This is an optimization exercise on Yosys and OpenROAD, whose aim is small area and a short achievable clock period, not a production implementation.
The RTL was checked by simulation tests, not by an equivalence proof against the original design.

==> flow/config.mk <==
export PLATFORM = sky130hd
export DESIGN_NAME = glb_segment
export DESIGN_NICKNAME = glb_segment
export VERILOG_FILES = /design/flow/design.v
export SDC_FILE = /design/flow/constraint.sdc
export NUM_CORES = 4
export LEC_CHECK = 0
export CAP_MARGIN = 20
export CORE_MARGIN = 2
export CORE_UTILIZATION = 45
export PLACE_DENSITY = 0.6
export SLEW_MARGIN = 20
==> flow/constraint.sdc <==
create_clock -name core_clock -period 120.0 [get_ports {clk}]
set_input_delay 24.0000 -clock core_clock [delete_from_list [all_inputs] [get_ports {clk}]]
set_output_delay 24.0000 -clock core_clock [all_outputs]
set_load 0.01 [all_outputs]
==> flow/design.v <==
module glb_segment #
(
    parameter H_DISP            = 12'd160       ,
    parameter V_DISP            = 12'd120
)
(
    input   wire                clk             ,
    input   wire                rst_n           ,
    input   wire                Y_hsync         ,
    input   wire                Y_vsync         ,
    input   wire    [ 7:0]      Y_data          ,
    input   wire                Y_de            ,
    output  wire                segment_hsync     ,
    output  wire                segment_vsync     ,
    output  wire    [ 7:0]      segment_data      ,
    output  wire                segment_de
);
localparam [14:0] NPIX = H_DISP*V_DISP;
reg             vs0, vs1, de0;
reg             hso, vso, deo;                   
reg     [ 1:0]  fc;
reg             seg;
reg     [ 7:0]  yd;
reg     [ 7:0]  mq;
reg     [23:0]  us, os;
reg     [14:0]  uc, oc;
assign segment_hsync = hso;
assign segment_vsync = vso;
assign segment_de    = deo;
assign segment_data  = {8{seg}};
wire nedge = vs1 & ~vs0;
wire f1 = (fc == 2'd1);
wire f2 = (fc == 2'd2);
wire f3 = (fc == 2'd3);
wire dv = f3 & ~mq[3];                   
wire fin = f3 & mq[3] & ~mq[0];          
wire [ 7:0] p     = yd & {8{de0}};
wire        under = (yd < mq);
wire        uen   = f1 | (f2 & under);
wire        oen   = f2 & ~under;
wire        wrap  = f1 & (us[14:8] == NPIX[14:8]);
wire        sclr  = nedge & ~fc[1];
wire        su    = us[23];
wire        so    = os[23];
wire [23:0] ua    = dv ? {us[22:0], 1'b0}
                       : {us[23:15] & {9{~(sclr | fin)}}, us[14:8] & {7{~(sclr | fin | wrap)}}, us[7:0] & {8{~sclr}}};
wire [23:0] ub    = dv ? {~su, uc ^ {15{su}}, {8{su}}}
                       : {16'd0, fin ? os[7:0] : uen ? p : 8'd0};
wire [23:0] usum  = ua + ub + {23'd0, dv & su};
wire [23:0] oa    = dv ? {os[22:0], 1'b0} : os & {24{~sclr}};
wire [23:0] ob    = dv ? {~so, oc ^ {15{so}}, {8{so}}} : {16'd0, oen ? p : 8'd0};
wire [23:0] osum  = oa + ob + {23'd0, dv & so};
always @(posedge clk or negedge rst_n) begin
    if (!rst_n) begin
        hso <= 1'b0; vso <= 1'b0; deo <= 1'b0; vs1 <= 1'b0;
    end else begin
        hso <= Y_hsync; vso <= Y_vsync; deo <= Y_de; vs1 <= vso;
    end
end
always @(posedge clk) begin
    vs0 <= Y_vsync;
    de0 <= Y_de;
end
always @(posedge clk)
    yd <= Y_data;
always @(posedge clk or negedge rst_n) begin
    if (!rst_n)
        fc <= 2'd0;
    else if (nedge & ~f3)
        fc <= fc + 2'd1;
end
always @(posedge clk) begin
    if (nedge & ~fc[0])
        mq <= 8'd0;
    else
        mq <= mq + {7'd0, wrap | dv | fin};
end
always @(posedge clk) begin
    if (dv) begin
        us <= {usum[23:1], ~usum[23]};
        os <= {osum[23:1], ~osum[23]};
    end else begin
        us <= usum;
        os <= osum;
    end
end
always @(posedge clk or negedge rst_n) begin
    if (!rst_n) begin
        uc <= 15'h0000;
        oc <= 15'h0000;
    end else begin
        uc <= uc - {14'd0, f2 & de0 & under};
        oc <= oc - {14'd0, f2 & de0 & ~under};
    end
end
always @(posedge clk or negedge rst_n) begin
    if (!rst_n)
        seg <= 1'b0;
    else if (Y_de & f3)
        seg <= ~(Y_data > us[8:1]);
end
endmodule
==> flow/flow/run.sh <==
#!/bin/bash
# Layout flow: the standard synthesis, then the combinational logic of
# its netlist is re-mapped for area by ABC (every flip-flop instance is kept
# as the standard synthesis made it), then the standard ORFS flow from
# floorplan to finish with two changes:
#  - ports are buffered with buf_2 instead of the default delay buffer;
#  - CTS inserts no dummy loads.
# Each tool writes its full output to a log file in this folder (and ORFS
# keeps its per-step logs under orfs/logs).
set -euo pipefail
HERE=$(pwd)
R=$HERE/orfs/results/sky130hd/glb_segment/base
YOSYS=$FLOW_HOME/../tools/install/yosys/bin/yosys
[[ -x $YOSYS ]] || YOSYS=yosys

bash standard.sh synth > log_synth.txt 2>&1

cp $R/1_2_yosys.v $HERE/std_1_2_yosys.v
LIB=$FLOW_HOME/platforms/sky130hd/lib/sky130_fd_sc_hd__tt_025C_1v80.lib \
DONT_USE_CELLS="$(cat $HERE/flow/dontuse.txt)" \
IN_V=$HERE/std_1_2_yosys.v OUT_V=$HERE/resyn_1_2_yosys.v OUT_DIR=$HERE \
ABC_OPTS="-script +strash;&get,-n;&deepsyn,-T,30;&put;dch,-f;amap" \
  $YOSYS -c $HERE/flow/resyn.tcl > log_resyn.txt 2>&1

cp $HERE/resyn_1_2_yosys.v $R/1_2_yosys.v
rm -f $R/1_synth.odb $R/1_synth.sdc

bash standard.sh \
  "BUFFER_PORTS_ARGS=-buffer_cell sky130_fd_sc_hd__buf_2" \
  "CTS_ARGS=-sink_clustering_enable -repair_clock_nets -dont_use_dummy_load" \
  finish > log_finish.txt 2>&1
==> flow/flow/dontuse.txt <==
DONT_USE_CELLS: sky130_fd_sc_hd__probe_p_8 sky130_fd_sc_hd__probec_p_8 sky130_fd_sc_hd__lpflow_bleeder_1 sky130_fd_sc_hd__lpflow_clkbufkapwr_1 sky130_fd_sc_hd__lpflow_clkbufkapwr_16 sky130_fd_sc_hd__lpflow_clkbufkapwr_2 sky130_fd_sc_hd__lpflow_clkbufkapwr_4 sky130_fd_sc_hd__lpflow_clkbufkapwr_8 sky130_fd_sc_hd__lpflow_clkinvkapwr_1 sky130_fd_sc_hd__lpflow_clkinvkapwr_16 sky130_fd_sc_hd__lpflow_clkinvkapwr_2 sky130_fd_sc_hd__lpflow_clkinvkapwr_4 sky130_fd_sc_hd__lpflow_clkinvkapwr_8 sky130_fd_sc_hd__lpflow_decapkapwr_12 sky130_fd_sc_hd__lpflow_decapkapwr_3 sky130_fd_sc_hd__lpflow_decapkapwr_4 sky130_fd_sc_hd__lpflow_decapkapwr_6 sky130_fd_sc_hd__lpflow_decapkapwr_8 sky130_fd_sc_hd__lpflow_inputiso0n_1 sky130_fd_sc_hd__lpflow_inputiso0p_1 sky130_fd_sc_hd__lpflow_inputiso1n_1 sky130_fd_sc_hd__lpflow_inputiso1p_1 sky130_fd_sc_hd__lpflow_inputisolatch_1 sky130_fd_sc_hd__lpflow_isobufsrc_1 sky130_fd_sc_hd__lpflow_isobufsrc_16 sky130_fd_sc_hd__lpflow_isobufsrc_2 sky130_fd_sc_hd__lpflow_isobufsrc_4 sky130_fd_sc_hd__lpflow_isobufsrc_8 sky130_fd_sc_hd__lpflow_isobufsrckapwr_16 sky130_fd_sc_hd__lpflow_lsbuf_lh_hl_isowell_tap_1 sky130_fd_sc_hd__lpflow_lsbuf_lh_hl_isowell_tap_2 sky130_fd_sc_hd__lpflow_lsbuf_lh_hl_isowell_tap_4 sky130_fd_sc_hd__lpflow_lsbuf_lh_isowell_4 sky130_fd_sc_hd__lpflow_lsbuf_lh_isowell_tap_1 sky130_fd_sc_hd__lpflow_lsbuf_lh_isowell_tap_2 sky130_fd_sc_hd__lpflow_lsbuf_lh_isowell_tap_4
==> flow/flow/resyn.tcl <==
# Re-map the combinational logic of the standard synthesis netlist.
# Every flip-flop instance (name, cell type, connections) is kept.
yosys -import
set lib $::env(LIB)
set dontuse {}
foreach c $::env(DONT_USE_CELLS) { lappend dontuse -dont_use $c }
read_liberty -ignore_miss_func $lib
read_verilog -defer $::env(IN_V)
hierarchy -top glb_segment
# keep sequential cells as instances
setattr -mod -set keep_hierarchy 1 {sky130_fd_sc_hd__df*} {sky130_fd_sc_hd__edf*} {sky130_fd_sc_hd__sdf*} {sky130_fd_sc_hd__dl*} {sky130_fd_sc_hd__conb_1}
flatten
opt_clean -purge
tee -o $::env(OUT_DIR)/pre_stat.txt stat
opt -full
abc -liberty $lib {*}$dontuse {*}$::env(ABC_OPTS)
opt_clean -purge
hilomap -singleton -hicell sky130_fd_sc_hd__conb_1 HI -locell sky130_fd_sc_hd__conb_1 LO
insbuf -buf sky130_fd_sc_hd__buf_4 A X
splitnets
opt_clean -purge
blackbox =A:keep_hierarchy
select -module glb_segment
tee -o $::env(OUT_DIR)/post_stat.txt stat -liberty $lib
select -clear
write_verilog -noattr -nohex -nodec -selected $::env(OUT_V)
==> flow/standard.sh <==
#!/bin/bash
# synth_recipe.tcl (not shown) runs the flow's synth.tcl, then flattens the netlist and writes it again
# the make line also repeats each setting of config.mk as NAME=value (left out here)
make -C /OpenROAD-flow-scripts/flow DESIGN_CONFIG=/design/flow/config.mk WORK_HOME=/design/flow/orfs CLKGATE_MAP_FILE= SYNTH_SCRIPT=/design/flow/synth_recipe.tcl "${@:-finish}"
==> out/metrics.yaml, run 1 <==
run_status:
  status: "complete, no violations"
cells_and_area:
  fillCellCount: 1126
  finalInstanceArea_um2: 5650
  layout_commonest_cell: "nor2_1"
  multiInputGateArea_um2: 2520
  nNetsFinal: 727
  drive_gt1_frac: 0.0534
  antenna_cells: 0
  final_cell_mix: "152 x nor2_1, 88 x clkinv_1, 77 x a21oi_1, 66 x dfxtp_1, 61 x o21ai_0"
  seqCellArea_um2: 2250
  syn2layout_area_growth_pct: 9.68
global_routing:
  grt_pass1_wl_um: 20800
  grt_pass1_vias: 4602
  grt_usage: 0.202
  grt_max_degree: 40
  grt_antenna_before_repair: 0
  overflow: 0
synth:
  yosys_warnings: 1
  syn_area_um2: 5150
  syn_nets: 696
  synth_area_per_cell_um2: 7.55
  postSynthCellCount: 683
clock_network:
  post_cts_resized: 0
  cts_max_level: 3
  path_clk_slew_ns: 0.07
  postCtsHoldBufs: 0
  clk_latency_ns: 0.35
  clock_sink_count: 103
  cts_tree: "done"
  cts_setup_buffers: 0
  clockBufferDepth: 2
  cts-root-buf: "clkbuf_16"
  cts_buffers: 9
place:
  gp_congestion: 0.781
  io_buffers: 23
  dp_hpwl_um: 8440
  pre_cts_ws_ns: 94.43
  dpl_cell_area_um2: 5430
detailed_routing:
  num_vias: 4761
  antenna_left: 0
  drc: 0
  drtIter0Drc: 237
  drt_pass1_iterations: 7
  avgRoutedWirePerCell_um: 13.9
  wirelength_um: 11900
  via_per_inst: 5.57
die:
  start_util: 0.455
  die_area_um2: 12300
  io_pins: 24
  core_area_um2: 11300
  num_rows: 39
  die_h_um: 111
  die_x_um: 111
setup_path:
  startpoint_type: "input pin"
  cp.required_ns: 120.23
  reg2reg_slack_ns: 108.05
  crit_arrival_ns: 25.44
  path_max_fanout: 2
  critical_path_class: "input pin to flip-flop"
  crit_path_end_kind: "flip-flop"
sta:
  rsz0062_at_grt: "false"
  setup_ws_ns: 94.79
  fin_setup_tns_ns: 0
  setup_viol: 0
  fin_crit_sh: 0.210
  hold_violations: 0
  finClkSkew_ns: 0.0174
  holdWs_ns: 0.377
  fin_crit_ns: 25.21
  drv_slew: 0
  max_slew.worst_pin.slew_ns: 0.934
  fmax_mhz: 39.7
  slew_headroom: 0.375
job:
  drv_cap: 0
hold_path:
  hold_path_class: "flip-flop to flip-flop"
state kept, by name, summed over array words and instances (netlist names):
register,count
os,24
us,24
oc,15
uc,15
mq,8
yd,8
fc,2
de0,1
deo,1
hso,1
seg,1
vs0,1
vs1,1
vso,1
critical path: stages:
cell and delay (ns):
buf_2 0.09, clkinv_1 0.05, o31ai_1 0.26, a222oi_1 0.10, nor2_1 0.23, a21oi_1 0.07
nor3_1 0.21, a221o_1 0.14, o221ai_1 0.10, o211ai_1 0.09, o21ai_0 0.11
through the flow:
| stage | cells | utilization |
|---|---|---|
| 5_1_grt | 855 | 0.499 |
| 6_report | 855 | 0.499 |
| 2_1_floorplan | 683 | - |
| 3_3_place_gp | 846 | 0.480 |
| 3_5_place_dp | 846 | 0.480 |
| 4_1_cts | 855 | 0.499 |
area by class of cell:
cell class,count,share of cell area
multi-input combinational,484,0.446
sequential,103,0.397
inverter,88,0.0584
clock buffer,9,0.0398
tap,143,0.0316
timing repair buffer,28,0.0270
final timing paths:
path	start	end	depth (start not counted)
max	Y_data[0]	seg	11
min	vso	vs1	0
max reg2reg	yd[2]	us[0]	75
min reg2reg	vso	vs1	0
max in group asynchronous	rst_n	oc[11]	1
min in group asynchronous	rst_n	oc[1]	1
layer usage:
layer  global-route usage  part of all wire
met5                    0                 0
met4               0.0568             0.015
met3               0.0448             0.037
met2                0.340              0.47
met1                0.263              0.47
==> run 2, diff against run 1 <==
--- a/flow/design.v
+++ b/flow/design.v
@@ -22,7 +22,7 @@
 reg             seg;
 reg     [ 7:0]  yd;
 reg     [ 7:0]  mq;
-reg     [23:0]  us, os;
+reg     [22:0]  us, os;
 reg     [14:0]  uc, oc;
 assign segment_hsync = hso;
 assign segment_vsync = vso;
@@ -40,14 +40,15 @@
 wire        oen   = f2 & ~under;
 wire        wrap  = f1 & (us[14:8] == NPIX[14:8]);
 wire        sclr  = nedge & ~fc[1];
-wire        su    = us[23];
-wire        so    = os[23];
+wire        first = ~mq[2] & ~mq[1] & ~mq[0];
+wire        su    = ~first & ~us[0];
+wire        so    = ~first & ~os[0];
 wire [23:0] ua    = dv ? {us[22:0], 1'b0}
-                       : {us[23:15] & {9{~(sclr | fin)}}, us[14:8] & {7{~(sclr | fin | wrap)}}, us[7:0] & {8{~sclr}}};
+                       : {1'b0, us[22:15] & {8{~(sclr | fin)}}, us[14:8] & {7{~(sclr | fin | wrap)}}, us[7:0] & {8{~sclr}}};
 wire [23:0] ub    = dv ? {~su, uc ^ {15{su}}, {8{su}}}
                        : {16'd0, fin ? os[7:0] : uen ? p : 8'd0};
 wire [23:0] usum  = ua + ub + {23'd0, dv & su};
-wire [23:0] oa    = dv ? {os[22:0], 1'b0} : os & {24{~sclr}};
+wire [23:0] oa    = dv ? {os[22:0], 1'b0} : {1'b0, os & {23{~sclr}}};
 wire [23:0] ob    = dv ? {~so, oc ^ {15{so}}, {8{so}}} : {16'd0, oen ? p : 8'd0};
 wire [23:0] osum  = oa + ob + {23'd0, dv & so};
 always @(posedge clk or negedge rst_n) begin
@@ -77,11 +78,11 @@
 end
 always @(posedge clk) begin
     if (dv) begin
-        us <= {usum[23:1], ~usum[23]};
-        os <= {osum[23:1], ~osum[23]};
+        us <= {usum[22:1], ~usum[23]};
+        os <= {osum[22:1], ~osum[23]};
     end else begin
-        us <= usum;
-        os <= osum;
+        us <= usum[22:0];
+        os <= osum[22:0];
     end
 end
 always @(posedge clk or negedge rst_n) begin
--- a/flow/flow/run.sh
+++ b/flow/flow/run.sh
@@ -4,7 +4,7 @@
 # as the standard synthesis made it), then the standard ORFS flow from
 # floorplan to finish with two changes:
 #  - ports are buffered with buf_2 instead of the default delay buffer;
-#  - CTS inserts no dummy loads.
+#  - CTS inserts no dummy loads and uses clkbuf_8 buffers.
 # Each tool writes its full output to a log file in this folder (and ORFS
 # keeps its per-step logs under orfs/logs).
 set -euo pipefail
@@ -27,5 +27,5 @@
 
 bash standard.sh \
   "BUFFER_PORTS_ARGS=-buffer_cell sky130_fd_sc_hd__buf_2" \
-  "CTS_ARGS=-sink_clustering_enable -repair_clock_nets -dont_use_dummy_load" \
+  "CTS_ARGS=-sink_clustering_enable -repair_clock_nets -dont_use_dummy_load -buf_list sky130_fd_sc_hd__clkbuf_8" \
   finish > log_finish.txt 2>&1
==> run 2 against run 1 <==
Net effect: still clean on timing, DRC and antenna; first-iteration DRC count decreased by 2.5%; sequential share of layout area increased by 0.17 points; wire length decreased by 6.4%.
==> out/metrics.yaml, run 2 <==
hold_path:
  holdPathStages: 0
  hold_path_class: "flip-flop to flip-flop"
  min_to: "vs1"
  hp-start: "vso"
cells_and_area:
  syn2layout_area_growth_pct: 7.52
  layout.cells.non_filler: 883
  top_regs: "os: 23 flops, us: 23 flops"
  nNetsFinal: 754
  fillCellCount: 1124
  drive_gt1_frac: 0.0487
  final_cell_mix: "130 x clkinv_1, 109 x nor2_1, 94 x o21ai_0, 86 x o22ai_1, 67 x nand2_1"
  layout_commonest_cell: "clkinv_1"
sta:
  max_slew.worst_pin.slew_ns: 0.876
  fin_setup_tns_ns: 0
  setup_ws_ns: 94.83
  hold_violations: 0
  rsz0062_at_grt: "false"
  slew_headroom: 0.416
  finClkSkew_ns: 0.0192
  fin_crit_ns: 25.17
  setup_viol: 0
  holdWs_ns: 0.380
  fmax_mhz: 39.7
  fin_crit_sh: 0.210
  drv_slew: 0
setup_path:
  rr_endpoint: "os[0]"
  critical_path_class: "input pin to flip-flop"
  crit_path_end_kind: "flip-flop"
  crit_top_cell: "nor2_1"
  path_buf_inv: 1
  critPathMaxStageDelay_ns: 0.22
  startpoint_type: "input pin"
  path_max_fanout: 3
  worstRegToRegCells: 51
  crit_arrival_ns: 25.48
  cp_cell_sequence: "buf_2 > o22ai_1 > nor2_1 > a21oi_1 > a21oi_1 > a221oi_1 > nor3_1 > a221oi_1 > nor2_1 > nor2_1 > a21o_1"
  critPathTopFamily: "compound AO/OA/AOI/OAI gates"
  r2r-start: "fc[1]"
  reg2reg_slack_ns: 111.57
  slowest_stage: "a221oi_1"
  cp.required_ns: 120.32
die:
  die_area_um2: 12300
  num_rows: 39
  core_area_um2: 11300
  die_x_um: 111
  start_util: 0.456
  die_h_um: 111
  io_pins: 24
global_routing:
  grt_usage: 0.188
  grt_antenna_before_repair: 1
  overflow: 0
  grt_pass1_vias: 4359
  grt_pass1_wl_um: 19200
  grt_max_degree: 46
clock_network:
  cts_tree: "done"
  clockBufferDepth: 2
  clock_sink_count: 101
  post_cts_resized: 0
  cts_max_level: 3
  cts-root-buf: "clkbuf_8"
  clk_latency_ns: 0.38
  path_clk_slew_ns: 0.09
  postCtsHoldBufs: 0
  cts_buffers: 9
  cts_setup_buffers: 0
place:
  pre_cts_ws_ns: 94.51
  io_buffers: 23
  dp_hpwl_um: 8000
  gp_congestion: 0.791
  placed_cells: 873
synth:
  syn_area_um2: 5140
  syn_nets: 725
  synth_area_per_cell_um2: 7.22
  postSynthCellCount: 712
  yosys_warnings: 1
detailed_routing:
  drt_pass1_iterations: 5
  drtIter0Drc: 231
  wl_met3_um: 329
  num_vias: 4727
  drt-met1-wl_um: 5720
  avgRoutedWirePerCell_um: 12.6
  via_per_inst: 5.35
  antenna_left: 0
  drc: 0
  wirelength_um: 11100
  wl_met2_um: 4880
  top_layer_used: "met5"
job:
  drv_cap: 0
run_status:
  status: "complete, no violations"
## run 2: per-stage QoR
stage / utilization / cell area [µm²]
after detailed placement: 0.479 / 5400
after global placement: 0.479 / 5400
after CTS: 0.490 / 5530
final: 0.491 / 5530
after global routing: 0.490 / 5530
after floorplan: - / 5140
## run 2: layout make-up
class,count,area (µm²),area share
multi-input cells,473,2390,0.433
repair buffers,26,138,0.0249
clock buffers,9,124,0.0224
inverters,130,488,0.0882
diodes,1,2.50,0.000452
flip-flops and latches,101,2210,0.399
well taps,143,179,0.0324
## run 2: how the worst max path moves through the flow
stage / start / end / cells after the start
after global placement: Y_data[1] / seg / 11
after floorplan: Y_data[1] / seg / 10
after detailed placement: Y_data[2] / seg / 11
final: Y_data[2] / seg / 11
after CTS: Y_data[2] / seg / 11
after global routing: Y_data[1] / seg / 11
## run 2: worst register-to-register path, delay by kind of cell (launching register included)
family                 cells  cell delay, ns
AOI/OAI and AO/OA         23            3.79
DFF                        1            0.47
and+or+nand+nor           23            2.96
buffers and inverters      5            1.07
## run 2: metal layers
metal	vias to the layer above	global-route usage
li1	2545	-
met2	47	0.296
met5	-	0
met3	16	0.0372
met1	2117	0.254
met4	2	0.0775
==> run 3, diff against run 2 <==
--- a/flow/design.v
+++ b/flow/design.v
@@ -85,8 +85,8 @@
         os <= osum[22:0];
     end
 end
-always @(posedge clk or negedge rst_n) begin
-    if (!rst_n) begin
+always @(posedge clk) begin
+    if (sclr) begin
         uc <= 15'h0000;
         oc <= 15'h0000;
     end else begin
==> flow/flow/run.sh (replaced) <==
#!/bin/bash
# Layout flow: the standard synthesis, then the combinational logic of
# its netlist is re-mapped for area by ABC (every flip-flop instance is kept
# as the standard synthesis made it; three ABC runs with different seeds,
# the smallest result is used), then the standard ORFS flow from floorplan
# to finish with two changes:
#  - ports are buffered with PORT_BUF instead of the default delay buffer;
#  - CTS inserts no dummy loads and uses clkbuf_8 buffers.
# Each tool writes its full output to a log file in this folder (and ORFS
# keeps its per-step logs under orfs/logs).
set -euo pipefail
HERE=$(pwd)
R=$HERE/orfs/results/sky130hd/glb_segment/base
YOSYS=$FLOW_HOME/../tools/install/yosys/bin/yosys
[[ -x $YOSYS ]] || YOSYS=yosys
PORT_BUF=sky130_fd_sc_hd__buf_2

bash standard.sh synth > log_synth.txt 2>&1

cp $R/1_2_yosys.v $HERE/std_1_2_yosys.v
export LIB=$FLOW_HOME/platforms/sky130hd/lib/sky130_fd_sc_hd__tt_025C_1v80.lib
export DONT_USE_CELLS="$(cat $HERE/flow/dontuse.txt)"
export IN_V=$HERE/std_1_2_yosys.v
for s in 1 2 3; do
  mkdir -p $HERE/resyn_$s
  ( OUT_V=$HERE/resyn_$s/1_2_yosys.v OUT_DIR=$HERE/resyn_$s \
    ABC_OPTS="-script +strash;&get,-n;&deepsyn,-T,40,-S,$s;&put;dch,-f;amap" \
    $YOSYS -c $HERE/flow/resyn.tcl > $HERE/resyn_$s/log_resyn.txt 2>&1 || true ) &
done
wait
best=""; besta=""
for s in 1 2 3; do
  f=$HERE/resyn_$s/post_stat.txt
  [[ -s $HERE/resyn_$s/1_2_yosys.v && -f $f ]] || continue
  a=$(awk '/Chip area/ {print $NF}' $f)
  if [[ -z "$besta" ]] || awk -v a=$a -v b=$besta 'BEGIN{exit !(a<b)}'; then best=$s; besta=$a; fi
done
echo "resyn choice: ${best:-none} area ${besta:-n/a}" > log_resyn_choice.txt
if [[ -n "$best" ]]; then
  cp $HERE/resyn_$best/1_2_yosys.v $R/1_2_yosys.v
  rm -f $R/1_synth.odb $R/1_synth.sdc
fi

bash standard.sh \
  "BUFFER_PORTS_ARGS=-buffer_cell $PORT_BUF" \
  "CTS_ARGS=-sink_clustering_enable -repair_clock_nets -dont_use_dummy_load -buf_list sky130_fd_sc_hd__clkbuf_8" \
  finish > log_finish.txt 2>&1
==> run 3 against run 2 <==
Net effect: register-to-register slack worse by 1.3 ns; die area down 0.48%; sequential share of layout area down 2.7 points; worst setup slack better by 0.19 ns; first-iteration DRC count up 12%; clock skew down 0.0041 ns; critical endpoint is now segment_data[2]; utilization up 1.3 points.
==> out/metrics.yaml, run 3 <==
sta:
  rsz0062_at_grt: "false"
  drv_slew: 0
  fin_setup_tns_ns: 0
  fin_crit_sh: 0.208
  setup_ws_ns: 95.02
  fmax_mhz: 40.0
  max_slew.worst_pin.slew_ns: 0.815
  hold_violations: 0
  fin_crit_ns: 24.98
  setup_viol: 0
  slew_headroom: 0.455
  finClkSkew_ns: 0.0151
setup_path:
  cp.required_ns: 96.00
  critPathTopFamily: "flip-flops"
  path_max_fanout: 9
  cp_cell_sequence: "buf_2"
  slowest_stage: "dfrtp_1"
  critPathMaxStageDelay_ns: 0.44
  crit_path_end_kind: "output port"
  path_buf_inv: 1
  critical_path_class: "flip-flop to output port"
  crit_arrival_ns: 0.98
  startpoint_type: "flip-flop"
place:
  gp_congestion: 0.823
  dp_hpwl_um: 8310
  pre_cts_ws_ns: 94.82
  io_buffers: 23
detailed_routing:
  drc: 0
  via_per_inst: 5.25
  antenna_left: 0
  drtIter0Drc: 259
  avgRoutedWirePerCell_um: 12.3
  num_vias: 4759
  drt_pass1_iterations: 4
  wirelength_um: 11200
synth:
  postSynthCellCount: 736
  yosys_warnings: 1
  syn_nets: 749
  syn_area_um2: 5120
  synth_area_per_cell_um2: 6.95
run_status:
  status: "complete, no violations"
cells_and_area:
  top_regs: "os: 23 flops, us: 23 flops"
  final_cell_mix: "152 x nor2_1, 95 x nand2_1, 95 x o21ai_0, 94 x dfxtp_1, 88 x clkinv_1"
  syn2layout_area_growth_pct: 8.04
  nNetsFinal: 782
  fillCellCount: 1128
  layout_commonest_cell: "nor2_1"
  drive_gt1_frac: 0.0535
  antenna_cells: 0
global_routing:
  overflow: 0
  grt_usage: 0.189
  grt_pass1_vias: 4363
  grt_antenna_before_repair: 0
  grt_max_degree: 36
  grt_pass1_wl_um: 19400
die:
  start_util: 0.466
  die_x_um: 111
  die_h_um: 111
  core_area_um2: 11000
  io_pins: 24
  die_area_um2: 12200
  num_rows: 38
clock_network:
  cts_setup_buffers: 0
  post_cts_resized: 0
  postCtsHoldBufs: 0
  clk_latency_ns: 0.37
  path_clk_slew_ns: 0.08
  cts_tree: "done"
  clock_sink_count: 101
  cts_buffers: 9
  cts_max_level: 3
  clockBufferDepth: 2
  cts-root-buf: "clkbuf_8"
hold_path:
  hold_path_class: "flip-flop to flip-flop"
job:
  drv_cap: 0
-- run 3: metrics by stage --
stage | instances | hold slack (ns) | area, µm² | util
after floorplan | 736 | 0.416 | 5120 | -
after global placement | 898 | 0.359 | 5410 | 0.492
after detailed placement | 898 | 0.380 | 5410 | 0.492
after CTS | 907 | 0.405 | 5530 | 0.504
after global routing | 907 | 0.417 | 5530 | 0.504
final | 907 | 0.397 | 5530 | 0.504
-- run 3: worst register-to-register path, delay by kind of cell, from the launching register on --
| kind | cells | cell delay, ns |
|---|---|---|
| DFF | 1 | 0.47 |
| buffers and inverters | 6 | 1.37 |
| AOI/OAI and AO/OA | 25 | 4.57 |
| and+or+nand+nor | 25 | 3.08 |
| xor gates and xnor gates | 1 | 0.16 |
-- run 3: path summary, 6_finish.rpt --
check | end | start | cells after the start | slack (ns)
min | vs1 | vso | 0 | 0.40
max in group asynchronous | fc[1] | rst_n | 1 | 96.39
max | segment_data[2] | seg | 1 | 95.02
max reg2reg | os[0] | fc[0] | 57 | 110.25
min reg2reg | vs1 | vso | 0 | 0.40
min in group asynchronous | deo | rst_n | 1 | 23.45
-- run 3: metal layers --
layer,GRT usage,part of all wire
met5,0,0
met4,0.0433,0.0086
met3,0.0476,0.032
met2,0.326,0.46
met1,0.238,0.50
-- run 3: final cells by class --
cell class,instances,area (µm²),share of cell area
Clock buffer,9,124,0.0224
Inverter,88,330,0.0597
Multi-Input combinational cell,539,2680,0.484
Sequential cell,101,2060,0.372
Tap cell,140,175,0.0317
Timing Repair Buffer,30,168,0.0303
==> run 4, diff against run 3 <==
--- a/flow/flow/run.sh
+++ b/flow/flow/run.sh
@@ -44,4 +44,5 @@
 bash standard.sh \
   "BUFFER_PORTS_ARGS=-buffer_cell $PORT_BUF" \
   "CTS_ARGS=-sink_clustering_enable -repair_clock_nets -dont_use_dummy_load -buf_list sky130_fd_sc_hd__clkbuf_8" \
+  "SETUP_SLACK_MARGIN=95.2" \
   finish > log_finish.txt 2>&1
==> run 4 against run 3 <==
Net effect: still clean; hold slack gained 0.091 ns; synthesized cell count is the same; via count grew 0.88%; utilization grew 0.19 points; sequential cell count is the same.
==> out/metrics.yaml, run 4 <==
sta:
  holdWs_ns: 0.488
  finClkSkew_ns: 0.0106
  fin_crit_sh: 0.208
  fin_setup_tns_ns: 0
  hold_violations: 0
  rsz0062_at_grt: "true"
  setup_viol: 0
  slew_headroom: 0.461
  max_slew.worst_pin.slew_ns: 0.806
  setup_ws_ns: 95.03
  drv_slew: 0
  fin_crit_ns: 24.97
  fmax_mhz: 40.1
cells_and_area:
  nNetsFinal: 784
  top_regs: "os: 23 flops, us: 23 flops"
  antenna_cells: 0
  final_cell_mix: "152 x nor2_1, 95 x nand2_1, 95 x o21ai_0, 94 x dfxtp_1, 88 x clkinv_1"
  drive_gt1_frac: 0.0585
  final_util: 0.505
  syn2layout_area_growth_pct: 8.46
  layout_commonest_cell: "nor2_1"
  layout.cells.non_filler: 909
synth:
  syn_nets: 749
  synth_area_per_cell_um2: 6.95
  postSynthCellCount: 736
  syn_area_um2: 5120
  yosys_warnings: 1
place:
  gp_congestion: 0.815
  placed_cells: 898
  dp_hpwl_um: 8230
  io_buffers: 23
  pre_cts_ws_ns: 94.81
clock_network:
  path_clk_slew_ns: 0.08
  cts_buffers: 9
  cts_tree: "done"
  clock_sink_count: 101
  cts_max_level: 3
  cts-root-buf: "clkbuf_8"
  clk_latency_ns: 0.38
  clockBufferDepth: 2
setup_path:
  slowest_stage: "dfrtp_2"
  cp.required_ns: 96.00
  critPathMaxStageDelay_ns: 0.44
  reg2reg_slack_ns: 110.24
  critical_path_class: "flip-flop to output port"
  path_depth: 1
  worstRegToRegCells: 57
  path_buf_inv: 1
  path_max_fanout: 9
  startpoint_type: "flip-flop"
  crit_arrival_ns: 0.97
  cp_cell_sequence: "buf_2"
  critPathTopFamily: "flip-flops"
  rr_endpoint: "os[0]"
  r2r-start: "fc[0]"
  crit_path_end_kind: "output port"
die:
  num_rows: 38
  core_area_um2: 11000
  die_x_um: 111
  die_area_um2: 12200
  io_pins: 24
  die_h_um: 111
  start_util: 0.466
detailed_routing:
  drt_pass1_iterations: 5
  num_vias: 4801
  antenna_left: 0
  via_per_inst: 5.28
  wirelength_um: 11300
  drc: 0
  avgRoutedWirePerCell_um: 12.4
  drtIter0Drc: 268
job:
  drv_cap: 0
global_routing:
  grt_usage: 0.190
  grt_pass1_wl_um: 19300
  grt_pass1_vias: 4429
  grt_antenna_before_repair: 0
  overflow: 0
  grt_max_degree: 36
hold_path:
  hold_path_class: "flip-flop to flip-flop"
  holdPathStages: 1
  hp-start: "vso"
  min_to: "vs1"
run_status:
  status: "complete, no violations"
==> run 4: repair_timing <==
action / CTS / global route
pin swaps: 0 / 0
hold endpoints to repair: 0 / 0
endpoints found under the setup margin: 11 / 12
buffers inserted: 1 / 1
hold buffers: 0 / 0
gates resized for setup: 1 / 1
==> run 4: layer usage <==
| layer | wire [µm] | track usage | vias up |
|---|---|---|---|
| li1 | - | - | 2625 |
| met1 | 5440 | 0.236 | 2119 |
| met2 | 5290 | 0.325 | 47 |
| met3 | 349 | 0.0492 | 10 |
| met4 | 188 | 0.0558 | 0 |
| met5 | 0 | 0 | - |
==> run 4: final cells by class <==
class	count	area (µm²)
fill	1124	5430
multi-input combinational	539	2680
sequential	101	2060
inverter	88	330
timing repair buffer	32	183
tap	140	175
clock buffer	9	124
==> run 4: how the worst max path moves through the flow <==
stage | from | slack (ns) | endpoint
finish | seg | 95.03 | segment_data[0]
global route | seg | 94.98 | segment_data[4]
CTS | seg | 95.02 | segment_data[0]
detailed placement | Y_data[1] | 94.81 | seg
global placement | Y_data[1] | 94.84 | seg
floorplan | Y_data[1] | 95.04 | seg
==> run 4: per-stage QoR <==
| stage | area (µm²) |
|---|---|
| after global routing | 5550 |
| after detailed placement | 5410 |
| after global placement | 5410 |
| after CTS | 5540 |
| after floorplan | 5120 |
| final | 5550 |
==> run 5, diff against run 4 <==
--- a/flow/flow/run.sh
+++ b/flow/flow/run.sh
@@ -13,7 +13,7 @@
 R=$HERE/orfs/results/sky130hd/glb_segment/base
 YOSYS=$FLOW_HOME/../tools/install/yosys/bin/yosys
 [[ -x $YOSYS ]] || YOSYS=yosys
-PORT_BUF=sky130_fd_sc_hd__buf_2
+PORT_BUF=sky130_fd_sc_hd__buf_1
 
 bash standard.sh synth > log_synth.txt 2>&1
 
==> run 5 against run 4 <==
Net effect: hold slack worse by 0.074 ns; final cell count is 0.11% lower; critical path depth did not move; via count decreased by 1.1%; sequential cell count is the same; first-iteration DRC count up 10%; utilization down 0.14 points; register-to-register slack better by 0.26 ns.
==> out/metrics.yaml, run 5 <==
run_status:
  status: "complete, no violations"
global_routing:
  grt_pass1_vias: 4336
  grt_pass1_wl_um: 19200
  grt_antenna_before_repair: 0
  grt_usage: 0.190
  overflow: 0
  grt_max_degree: 36
synth:
  syn_nets: 749
  postSynthCellCount: 736
  synth_area_per_cell_um2: 6.95
  yosys_warnings: 1
  syn_area_um2: 5120
die:
  start_util: 0.466
  core_area_um2: 11000
  die_x_um: 111
  num_rows: 38
  io_pins: 24
  die_h_um: 111
  die_area_um2: 12200
detailed_routing:
  num_vias: 4749
  drtIter0Drc: 295
  avgRoutedWirePerCell_um: 12.3
  antenna_left: 0
  drt_pass1_iterations: 4
  via_per_inst: 5.23
  wirelength_um: 11200
  drc: 0
clock_network:
  clock_sink_count: 101
  clockBufferDepth: 2
  cts-root-buf: "clkbuf_8"
  cts_buffers: 9
  postCtsHoldBufs: 0
  path_clk_slew_ns: 0.10
  clk_latency_ns: 0.39
  cts_max_level: 3
  cts_tree: "done"
sta:
  slew_headroom: 0.468
  rsz0062_at_grt: "true"
  fin_setup_tns_ns: 0
  holdWs_ns: 0.414
  finClkSkew_ns: 0.0294
  fin_crit_ns: 24.99
  drv_slew: 0
  hold_violations: 0
  fin_crit_sh: 0.208
  fmax_mhz: 40.0
  setup_ws_ns: 95.01
  max_slew.worst_pin.slew_ns: 0.796
  setup_viol: 0
hold_path:
  hold_path_class: "flip-flop to flip-flop"
place:
  io_buffers: 23
  pre_cts_ws_ns: 94.82
  gp_congestion: 0.829
  dp_hpwl_um: 8190
setup_path:
  cp.required_ns: 96.00
  critical_path_class: "flip-flop to output port"
  crit_arrival_ns: 0.99
  critPathMaxStageDelay_ns: 0.47
  startpoint_type: "flip-flop"
  cp_cell_sequence: "buf_1"
  reg2reg_slack_ns: 110.50
  slowest_stage: "dfrtp_2"
  critPathTopFamily: "flip-flops"
  path_buf_inv: 1
  crit_path_end_kind: "output port"
  path_max_fanout: 9
cells_and_area:
  drive_gt1_frac: 0.0352
  syn2layout_area_growth_pct: 8.16
  final_cell_mix: "152 x nor2_1, 95 x nand2_1, 95 x o21ai_0, 94 x dfxtp_1, 88 x clkinv_1"
  top_regs: "os: 23 flops, us: 23 flops"
  antenna_cells: 0
  layout_commonest_cell: "nor2_1"
  nNetsFinal: 783
job:
  drv_cap: 0
## run 5: cell types whose count changed in the layout (fill, tap and decap cells not counted), sizes merged
cell,change
clkbuf,+3
buf,-4
## run 5: timing repair
| item | 4_1_cts | 5_1_grt |
|---|---|---|
| pin swaps | 0 | 4 |
| setup buffers | 1 | 0 |
| gates resized for setup | 1 | 8 |
| endpoints found under the setup margin | 11 | 12 |
## run 5: path summary, 6_finish.rpt
check	from	to	cells past startpoint
setup reg to reg	yd[1]	os[0]	61
max in group asynchronous	rst_n	seg	1
hold reg to reg	vso	vs1	0
hold / removal	vso	vs1	0
min in group asynchronous	rst_n	vso	1
setup / recovery	seg	segment_data[1]	1
## run 5: stage by stage
stage	utilization	std cells	area, µm²
after global placement	0.490	898	5380
after detailed placement	0.490	898	5380
after CTS	0.502	908	5510
after global routing	0.504	908	5540
final	0.504	908	5540
after floorplan	-	736	5120
## run 5: cell type report
class                      instances  area [µm²]
multi-input combinational        539        2690
inverter                          88         330
fill                            1113        5450
clock buffer                       9         124
tap                              140         175
sequential                       101        2060
timing repair buffer              31         158
## run 5: per-layer routing
layer | up-vias | GRT usage | routed length [µm]
met1 | 2053 | 0.231 | 5460
met5 | - | 0 | 0
met4 | 0 | 0.0692 | 244
met2 | 61 | 0.320 | 5110
met3 | 16 | 0.0530 | 403
li1 | 2619 | - | -
==> run 6, diff against run 5 <==
--- a/flow/flow/run.sh
+++ b/flow/flow/run.sh
@@ -44,5 +44,4 @@
 bash standard.sh \
   "BUFFER_PORTS_ARGS=-buffer_cell $PORT_BUF" \
   "CTS_ARGS=-sink_clustering_enable -repair_clock_nets -dont_use_dummy_load -buf_list sky130_fd_sc_hd__clkbuf_8" \
-  "SETUP_SLACK_MARGIN=95.2" \
   finish > log_finish.txt 2>&1
==> run 6 against run 5 <==
Net effect: fmax down 0.18%; sequential cell count unchanged; first-iteration DRC count down 43%; via count down 0.72%; final cell count down 0.11%; largest cell class unchanged.
==> out/metrics.yaml, run 6 <==
detailed_routing:
  drtIter0Drc: 169
  antenna_left: 0
  wl_met2_um: 5070
  wirelength_um: 11100
  drc: 0
  top_layer_used: "met4"
  wl_met3_um: 267
  avgRoutedWirePerCell_um: 12.3
  drt_pass1_iterations: 4
  num_vias: 4715
  drt-met1-wl_um: 5500
  via_per_inst: 5.20
setup_path:
  path_max_fanout: 9
  crit_arrival_ns: 1.04
  worstRegToRegCells: 58
  critical_path_class: "flip-flop to output port"
  rr_endpoint: "os[0]"
  reg2reg_slack_ns: 110.61
  crit_path_end_kind: "output port"
  critPathTopFamily: "flip-flops"
  startpoint_type: "flip-flop"
  crit_start: "seg"
  path_buf_inv: 1
  critPathMaxStageDelay_ns: 0.48
  r2r-start: "fc[0]"
  cp_cell_sequence: "buf_1"
  cp.required_ns: 96.00
  slowest_stage: "dfrtp_1"
cells_and_area:
  nNetsFinal: 782
  top_regs: "os: 23 flops, us: 23 flops"
  finalInstanceArea_um2: 5500
  seqCellArea_um2: 2060
  fillCellCount: 1110
  syn2layout_area_growth_pct: 7.48
  layout_commonest_cell: "nor2_1"
  final_util: 0.501
  antenna_cells: 0
  multiInputGateArea_um2: 2680
  final_cell_mix: "152 x nor2_1, 95 x nand2_1, 95 x o21ai_0, 94 x dfxtp_1, 88 x clkinv_1"
  drive_gt1_frac: 0.0235
die:
  die_h_um: 111
  die_x_um: 111
  core_area_um2: 11000
  io_pins: 24
  start_util: 0.466
  die_area_um2: 12200
  num_rows: 38
sta:
  drv_slew: 0
  slew_headroom: 0.455
  max_slew.worst_pin.slew_ns: 0.815
  rsz0062_at_grt: "false"
  fin_setup_tns_ns: 0
  finClkSkew_ns: 0.0216
  setup_viol: 0
  hold_violations: 0
  fin_crit_ns: 25.04
  fin_crit_sh: 0.209
  fmax_mhz: 39.9
hold_path:
  min_to: "vs1"
  hp-start: "vso"
  holdPathStages: 0
  hold_path_class: "flip-flop to flip-flop"
clock_network:
  cts_setup_buffers: 0
  postCtsHoldBufs: 0
  clk_latency_ns: 0.38
  clockBufferDepth: 2
  clock_sink_count: 101
  cts_max_level: 3
  post_cts_resized: 0
  cts_buffers: 9
  path_clk_slew_ns: 0.09
  cts_tree: "done"
  cts-root-buf: "clkbuf_8"
synth:
  syn_area_um2: 5120
  synth_area_per_cell_um2: 6.95
  yosys_warnings: 1
  syn_nets: 749
  postSynthCellCount: 736
place:
  dpl_cell_area_um2: 5380
  gp_congestion: 0.829
  io_buffers: 23
  dp_hpwl_um: 8160
global_routing:
  grt_usage: 0.188
  grt_antenna_before_repair: 0
  grt_pass1_wl_um: 19100
  grt_pass1_vias: 4367
  grt_max_degree: 36
  overflow: 0
run_status:
  status: "complete, no violations"
job:
  drv_cap: 0
run 6: changes by cell type in the layout (fill, tap and decap cells not counted), sizes merged:
| cell | delta |
|---|---|
| buf | +2 |
| clkbuf | -3 |
run 6: final cells by class:
cell class | count | area share
well taps | 140 | 0.0318
inverters | 88 | 0.0600
clock buffers | 9 | 0.0225
flip-flops and latches | 101 | 0.374
multi-input cells | 539 | 0.486
repair buffers | 30 | 0.0252
run 6: stage by stage:
stage / setup slack [ns] / instances / hold slack (ns)
after floorplan: 95.04 / 736 / 0.416
after global placement: 94.86 / 898 / 0.362
after detailed placement: 94.80 / 898 / 0.374
after CTS: 94.94 / 907 / 0.392
after global routing: 94.89 / 907 / 0.404
final: 94.96 / 907 / 0.399
run 6: worst max-delay path by stage:
stage	to	depth (start not counted)
6_report	segment_data[3]	1
3_3_place_gp	seg	8
3_5_place_dp	seg	8
4_1_cts	segment_data[3]	1
5_1_grt	segment_data[7]	1
2_1_floorplan	seg	7
run 6: per-layer routing:
| layer | vias up | global-route usage |
|---|---|---|
| li1 | 2618 | - |
| met1 | 2029 | 0.226 |
| met2 | 48 | 0.324 |
| met3 | 20 | 0.0388 |
| met4 | 0 | 0.0792 |
| met5 | - | 0 |
==> run 7, diff against run 6 <==
--- a/flow/flow/run.sh
+++ b/flow/flow/run.sh
@@ -1,8 +1,8 @@
 #!/bin/bash
 # Layout flow: the standard synthesis, then the combinational logic of
 # its netlist is re-mapped for area by ABC (every flip-flop instance is kept
-# as the standard synthesis made it; three ABC runs with different seeds,
-# the smallest result is used), then the standard ORFS flow from floorplan
+# as the standard synthesis made it, but the mask register gets a stronger
+# drive; three ABC runs with different seeds, the smallest result is used), then the standard ORFS flow from floorplan
 # to finish with two changes:
 #  - ports are buffered with PORT_BUF instead of the default delay buffer;
 #  - CTS inserts no dummy loads and uses clkbuf_8 buffers.
@@ -21,10 +21,16 @@
 export LIB=$FLOW_HOME/platforms/sky130hd/lib/sky130_fd_sc_hd__tt_025C_1v80.lib
 export DONT_USE_CELLS="$(cat $HERE/flow/dontuse.txt)"
 export IN_V=$HERE/std_1_2_yosys.v
+export FF_RESIZE="seg* sky130_fd_sc_hd__dfrtp_4 hso* sky130_fd_sc_hd__dfrtp_2 vso* sky130_fd_sc_hd__dfrtp_2 deo* sky130_fd_sc_hd__dfrtp_2"
+SCRIPTS=(
+  "+strash;&get,-n;&deepsyn,-T,40,-S,1;&put;dch,-f;amap"
+  "+strash;&get,-n;&deepsyn,-T,30,-S,1;&put;dch,-f;amap;strash;&get,-n;&deepsyn,-T,30,-S,2;&put;dch,-f;amap"
+  "+strash;&get,-n;&deepsyn,-T,30,-S,3;&put;dch,-f;amap;strash;&get,-n;&deepsyn,-T,30,-S,5;&put;dch,-f;amap"
+)
 for s in 1 2 3; do
   mkdir -p $HERE/resyn_$s
   ( OUT_V=$HERE/resyn_$s/1_2_yosys.v OUT_DIR=$HERE/resyn_$s \
-    ABC_OPTS="-script +strash;&get,-n;&deepsyn,-T,40,-S,$s;&put;dch,-f;amap" \
+    ABC_OPTS="-script ${SCRIPTS[$((s-1))]}" \
     $YOSYS -c $HERE/flow/resyn.tcl > $HERE/resyn_$s/log_resyn.txt 2>&1 || true ) &
 done
 wait
--- a/flow/flow/resyn.tcl
+++ b/flow/flow/resyn.tcl
@@ -15,6 +15,10 @@
 opt -full
 abc -liberty $lib {*}$dontuse {*}$::env(ABC_OPTS)
 opt_clean -purge
+# drive strength of chosen flip-flops (same cell type, stronger output)
+if {[info exists ::env(FF_RESIZE)]} {
+  foreach {pat cell} $::env(FF_RESIZE) { chtype -set $cell c:$pat }
+}
 hilomap -singleton -hicell sky130_fd_sc_hd__conb_1 HI -locell sky130_fd_sc_hd__conb_1 LO
 insbuf -buf sky130_fd_sc_hd__buf_4 A X
 splitnets
==> run 7 against run 6 <==
Net effect: count of clock-buffer cells in the layout is the same; critical path depth grew 9; register-to-register slack lost 0.54 ns; design area shrank 0.11%; worst setup slack lost 0.30 ns; synthesized area shrank 0.22%.
==> out/metrics.yaml, run 7 <==
setup_path:
  crit_arrival_ns: 25.63
  crit_top_cell: "nor3_1"
  startpoint_type: "input pin"
  critPathMaxStageDelay_ns: 0.29
  cp.required_ns: 120.30
  critical_path_class: "input pin to flip-flop"
  path_max_fanout: 3
  critPathTopFamily: "compound AO/OA/AOI/OAI gates"
  cp_cell_sequence: "buf_1 > or2_0 > a222oi_1 > nor3_1 > a221oi_1 > nor3_1 > a221o_1 > o221ai_1 > o211ai_1 > o21ai_0"
  path_buf_inv: 1
  slowest_stage: "a222oi_1"
  crit_path_end_kind: "flip-flop"
global_routing:
  grt_antenna_before_repair: 0
  grt_pass1_vias: 4351
  grt_pass1_wl_um: 19500
  grt_usage: 0.190
  grt_max_degree: 46
  overflow: 0
clock_network:
  post_cts_resized: 0
  cts_tree: "done"
  cts-root-buf: "clkbuf_8"
  clockBufferDepth: 2
  clk_latency_ns: 0.38
  clock_sink_count: 101
  cts_buffers: 9
  path_clk_slew_ns: 0.10
  postCtsHoldBufs: 0
  cts_setup_buffers: 0
  cts_max_level: 3
place:
  dp_hpwl_um: 8030
  io_buffers: 23
  gp_congestion: 0.808
sta:
  fin_crit_ns: 25.34
  holdWs_ns: 0.392
  fmax_mhz: 39.5
  slew_headroom: 0.489
  fin_setup_tns_ns: 0
  rsz0062_at_grt: "false"
  max_slew.worst_pin.slew_ns: 0.760
  fin_crit_sh: 0.211
  finClkSkew_ns: 0.0258
  hold_violations: 0
  drv_slew: 0
  setup_viol: 0
die:
  num_rows: 38
  die_h_um: 111
  core_area_um2: 10900
  start_util: 0.467
  io_pins: 24
  die_x_um: 111
  die_area_um2: 12200
cells_and_area:
  fillCellCount: 1127
  antenna_cells: 0
  syn2layout_area_growth_pct: 7.59
  top_regs: "os: 23 flops, us: 23 flops"
  final_util: 0.503
  layout_commonest_cell: "nor2_1"
  drive_gt1_frac: 0.0306
  nNetsFinal: 767
  final_cell_mix: "151 x nor2_1, 97 x a21oi_1, 94 x dfxtp_1, 84 x clkinv_1, 75 x o21ai_0"
detailed_routing:
  via_per_inst: 5.38
  drtIter0Drc: 275
  drt_pass1_iterations: 5
  antenna_left: 0
  num_vias: 4799
  avgRoutedWirePerCell_um: 12.6
  drc: 0
  wirelength_um: 11200
synth:
  postSynthCellCount: 721
  syn_nets: 734
  yosys_warnings: 1
  synth_area_per_cell_um2: 7.08
  syn_area_um2: 5110
hold_path:
  hold_path_class: "flip-flop to flip-flop"
job:
  drv_cap: 0
run_status:
  status: "complete, no violations"
==> run 7: path summary, 6_finish.rpt <==
check	from	endpoint	slack [ns]	cells past startpoint
worst max-delay path	Y_data[1]	seg	94.66	10
worst min-delay path	vso	vs1	0.39	0
worst max register to register	yd[2]	os[0]	110.07	61
worst min register to register	vso	vs1	0.39	0
max in group asynchronous	rst_n	seg	96.21	1
min in group asynchronous	rst_n	hso	23.50	1
==> run 7: cell type report <==
class	count	area, µm²	share of cell area
multi-input combinational	528	2680	0.487
inverter	84	315	0.0574
timing repair buffer	30	139	0.0253
clock buffer	9	124	0.0225
tap	140	175	0.0319
sequential	101	2060	0.376
==> run 7: per-stage QoR <==
stage / setup slack, ns / cells / instance area [µm²]
2_1_floorplan: 94.66 / 721 / 5110
3_3_place_gp: 94.32 / 883 / 5370
3_5_place_dp: 94.32 / 883 / 5370
4_1_cts: 94.71 / 892 / 5500
5_1_grt: 94.50 / 892 / 5500
6_report: 94.66 / 892 / 5500
==> run 7: routing by layer <==
layer / wire (µm) / GRT usage / vias up
met5: 0 / 0 / -
met1: 5360 / 0.238 / 2094
li1: - / - / 2598
met2: 5210 / 0.327 / 90
met3: 436 / 0.0379 / 17
met4: 187 / 0.0617 / 0
==> run 8, diff against run 7 <==
--- a/flow/flow/run.sh
+++ b/flow/flow/run.sh
@@ -21,7 +21,7 @@
 export LIB=$FLOW_HOME/platforms/sky130hd/lib/sky130_fd_sc_hd__tt_025C_1v80.lib
 export DONT_USE_CELLS="$(cat $HERE/flow/dontuse.txt)"
 export IN_V=$HERE/std_1_2_yosys.v
-export FF_RESIZE="seg* sky130_fd_sc_hd__dfrtp_4 hso* sky130_fd_sc_hd__dfrtp_2 vso* sky130_fd_sc_hd__dfrtp_2 deo* sky130_fd_sc_hd__dfrtp_2"
+export FF_RESIZE="seg* sky130_fd_sc_hd__dfrtp_4"
 SCRIPTS=(
   "+strash;&get,-n;&deepsyn,-T,40,-S,1;&put;dch,-f;amap"
   "+strash;&get,-n;&deepsyn,-T,30,-S,1;&put;dch,-f;amap;strash;&get,-n;&deepsyn,-T,30,-S,2;&put;dch,-f;amap"
==> run 8 against run 7 <==
Net effect: still clean on timing, DRC and antenna; design area about the same; wire length rose by 2.5%; final cell count unchanged; die area hardly changed; worst setup slack worse by 0.065 ns; via count rose by 0.23%; critical path type unchanged.
==> out/metrics.yaml, run 8 <==
run_status:
  status: "complete, no violations"
setup_path:
  crit_path_end_kind: "flip-flop"
  path_max_fanout: 3
  crit_arrival_ns: 25.70
  critical_path_class: "input pin to flip-flop"
  startpoint_type: "input pin"
  cp.required_ns: 120.29
cells_and_area:
  layout.cells.non_filler: 892
  nNetsFinal: 767
  finalInstanceArea_um2: 5490
  final_cell_mix: "151 x nor2_1, 97 x a21oi_1, 94 x dfxtp_1, 84 x clkinv_1, 75 x o21ai_0"
  top_regs: "os: 23 flops, us: 23 flops"
  layout_commonest_cell: "nor2_1"
  fillCellCount: 1120
  syn2layout_area_growth_pct: 7.60
  drive_gt1_frac: 0.0266
  antenna_cells: 0
detailed_routing:
  wirelength_um: 11500
  drc: 0
  num_vias: 4810
  antenna_left: 0
  drt_pass1_iterations: 4
  avgRoutedWirePerCell_um: 12.9
  via_per_inst: 5.39
  drtIter0Drc: 246
global_routing:
  grt_pass1_wl_um: 20000
  grt_max_degree: 46
  overflow: 0
  grt_pass1_vias: 4512
  grt_usage: 0.196
  grt_antenna_before_repair: 0
clock_network:
  path_clk_slew_ns: 0.08
  post_cts_resized: 0
  clockBufferDepth: 2
  postCtsHoldBufs: 0
  cts_buffers: 9
  clk_latency_ns: 0.38
  cts_max_level: 3
  cts-root-buf: "clkbuf_8"
  cts_setup_buffers: 0
  clock_sink_count: 101
  cts_tree: "done"
sta:
  fin_crit_ns: 25.40
  max_slew.worst_pin.slew_ns: 0.773
  finClkSkew_ns: 0.0206
  setup_viol: 0
  fin_crit_sh: 0.212
  fmax_mhz: 39.4
  hold_violations: 0
  fin_setup_tns_ns: 0
  drv_slew: 0
  rsz0062_at_grt: "false"
  slew_headroom: 0.481
place:
  io_buffers: 23
  dpl_cell_area_um2: 5370
  placed_cells: 883
  dp_hpwl_um: 8130
  gp_congestion: 0.812
job:
  drv_cap: 0
die:
  die_x_um: 110
  start_util: 0.467
  core_area_um2: 10900
  io_pins: 24
  die_h_um: 110
  die_area_um2: 12200
  num_rows: 38
synth:
  syn_nets: 734
  syn_area_um2: 5100
  postSynthCellCount: 721
  yosys_warnings: 1
  synth_area_per_cell_um2: 7.08
hold_path:
  hold_path_class: "flip-flop to flip-flop"
run 8: cell types whose count changed in the layout (fill, tap and decap cells not counted):
| cell | change |
|---|---|
| dfrtp_1 | +3 |
| dfrtp_2 | -3 |
run 8: critical path: stages:
cell and delay, ns:
buf_1 0.09, or2_0 0.21, a222oi_1 0.29, nor3_1 0.11, a221oi_1 0.34, nor3_1 0.12, a221o_1 0.27, o221ai_1 0.08
o211ai_1 0.11, o21ai_0 0.08
run 8: final timing paths:
check	cells past startpoint	start	endpoint	slack, ns
max in group asynchronous	1	rst_n	seg	96.19
hold reg to reg	0	vso	vs1	0.38
min in group asynchronous	1	rst_n	seg	23.51
hold / removal	0	vso	vs1	0.38
setup reg to reg	61	yd[1]	os[0]	109.94
setup / recovery	10	Y_data[1]	seg	94.60
run 8: layout make-up:
class / count / area [µm²] / share of cell area
Tap cell: 140 / 175 / 0.0319
Inverter: 84 / 315 / 0.0574
Multi-Input combinational cell: 528 / 2680 / 0.488
Clock buffer: 9 / 124 / 0.0226
Timing Repair Buffer: 30 / 139 / 0.0253
Sequential cell: 101 / 2060 / 0.375
run 8: layer usage:
layer  up-vias  wire length [µm]  share of wire  global-route usage
met1      2131              5290           0.46               0.239
met3         6               548          0.048              0.0538
met5         -                 0              0                   0
li1       2591                 -              -                   -
met4         0                84         0.0073              0.0517
met2        82              5550           0.48               0.342
run 8: through the flow:
stage	setup slack [ns]	hold WS [ns]	utilization
after detailed placement	94.25	0.361	0.491
after global routing	94.45	0.394	0.502
after CTS	94.64	0.380	0.502
after global placement	94.31	0.361	0.491
final	94.60	0.377	0.502
after floorplan	94.66	0.416	-

separate check: timing with driven ports:
Ports are ideal in the flow. The routed layouts listed here were re-timed in OpenROAD. Step 1 assumes that a clkbuf_16 drives the clock port and a buf_2 every other input. Step 2 also shifts input and output timing later by t, the mid clock arrival at the registers, as if the neighbouring blocks saw the same clock. Slacks: no drivers / after step 1 / after step 2; pairs: no drivers / after step 1.
run | t, ns | setup slack, ns | slew at the worst register clock pin (ns) | cell pins on the clock port's net
run 1 | 0.378 | 94.786 / 94.802 / 94.424 | 0.07 / 0.07 | 1
run 2 | 0.402 | 94.834 / 94.828 / 94.425 | 0.09 / 0.09 | 1
run 3 | 0.399 | 95.025 / 94.992 / 94.818 | 0.09 / 0.09 | 1
run 4 | 0.414 | 95.035 / 94.995 / 94.830 | 0.09 / 0.09 | 1
run 5 | 0.407 | 95.005 / 94.971 / 94.831 | 0.10 / 0.10 | 1
run 6 | 0.406 | 94.960 / 94.926 / 94.814 | 0.10 / 0.10 | 1
run 7 | 0.397 | 94.662 / 94.674 / 94.277 | 0.10 / 0.10 | 1
run 8 | 0.399 | 94.597 / 94.609 / 94.210 | 0.09 / 0.09 | 1
After both steps every run listed still meets setup and hold. The setup slack of run 2, which loses most, moves by -0.006 ns with the drivers and by -0.409 ns with both steps.
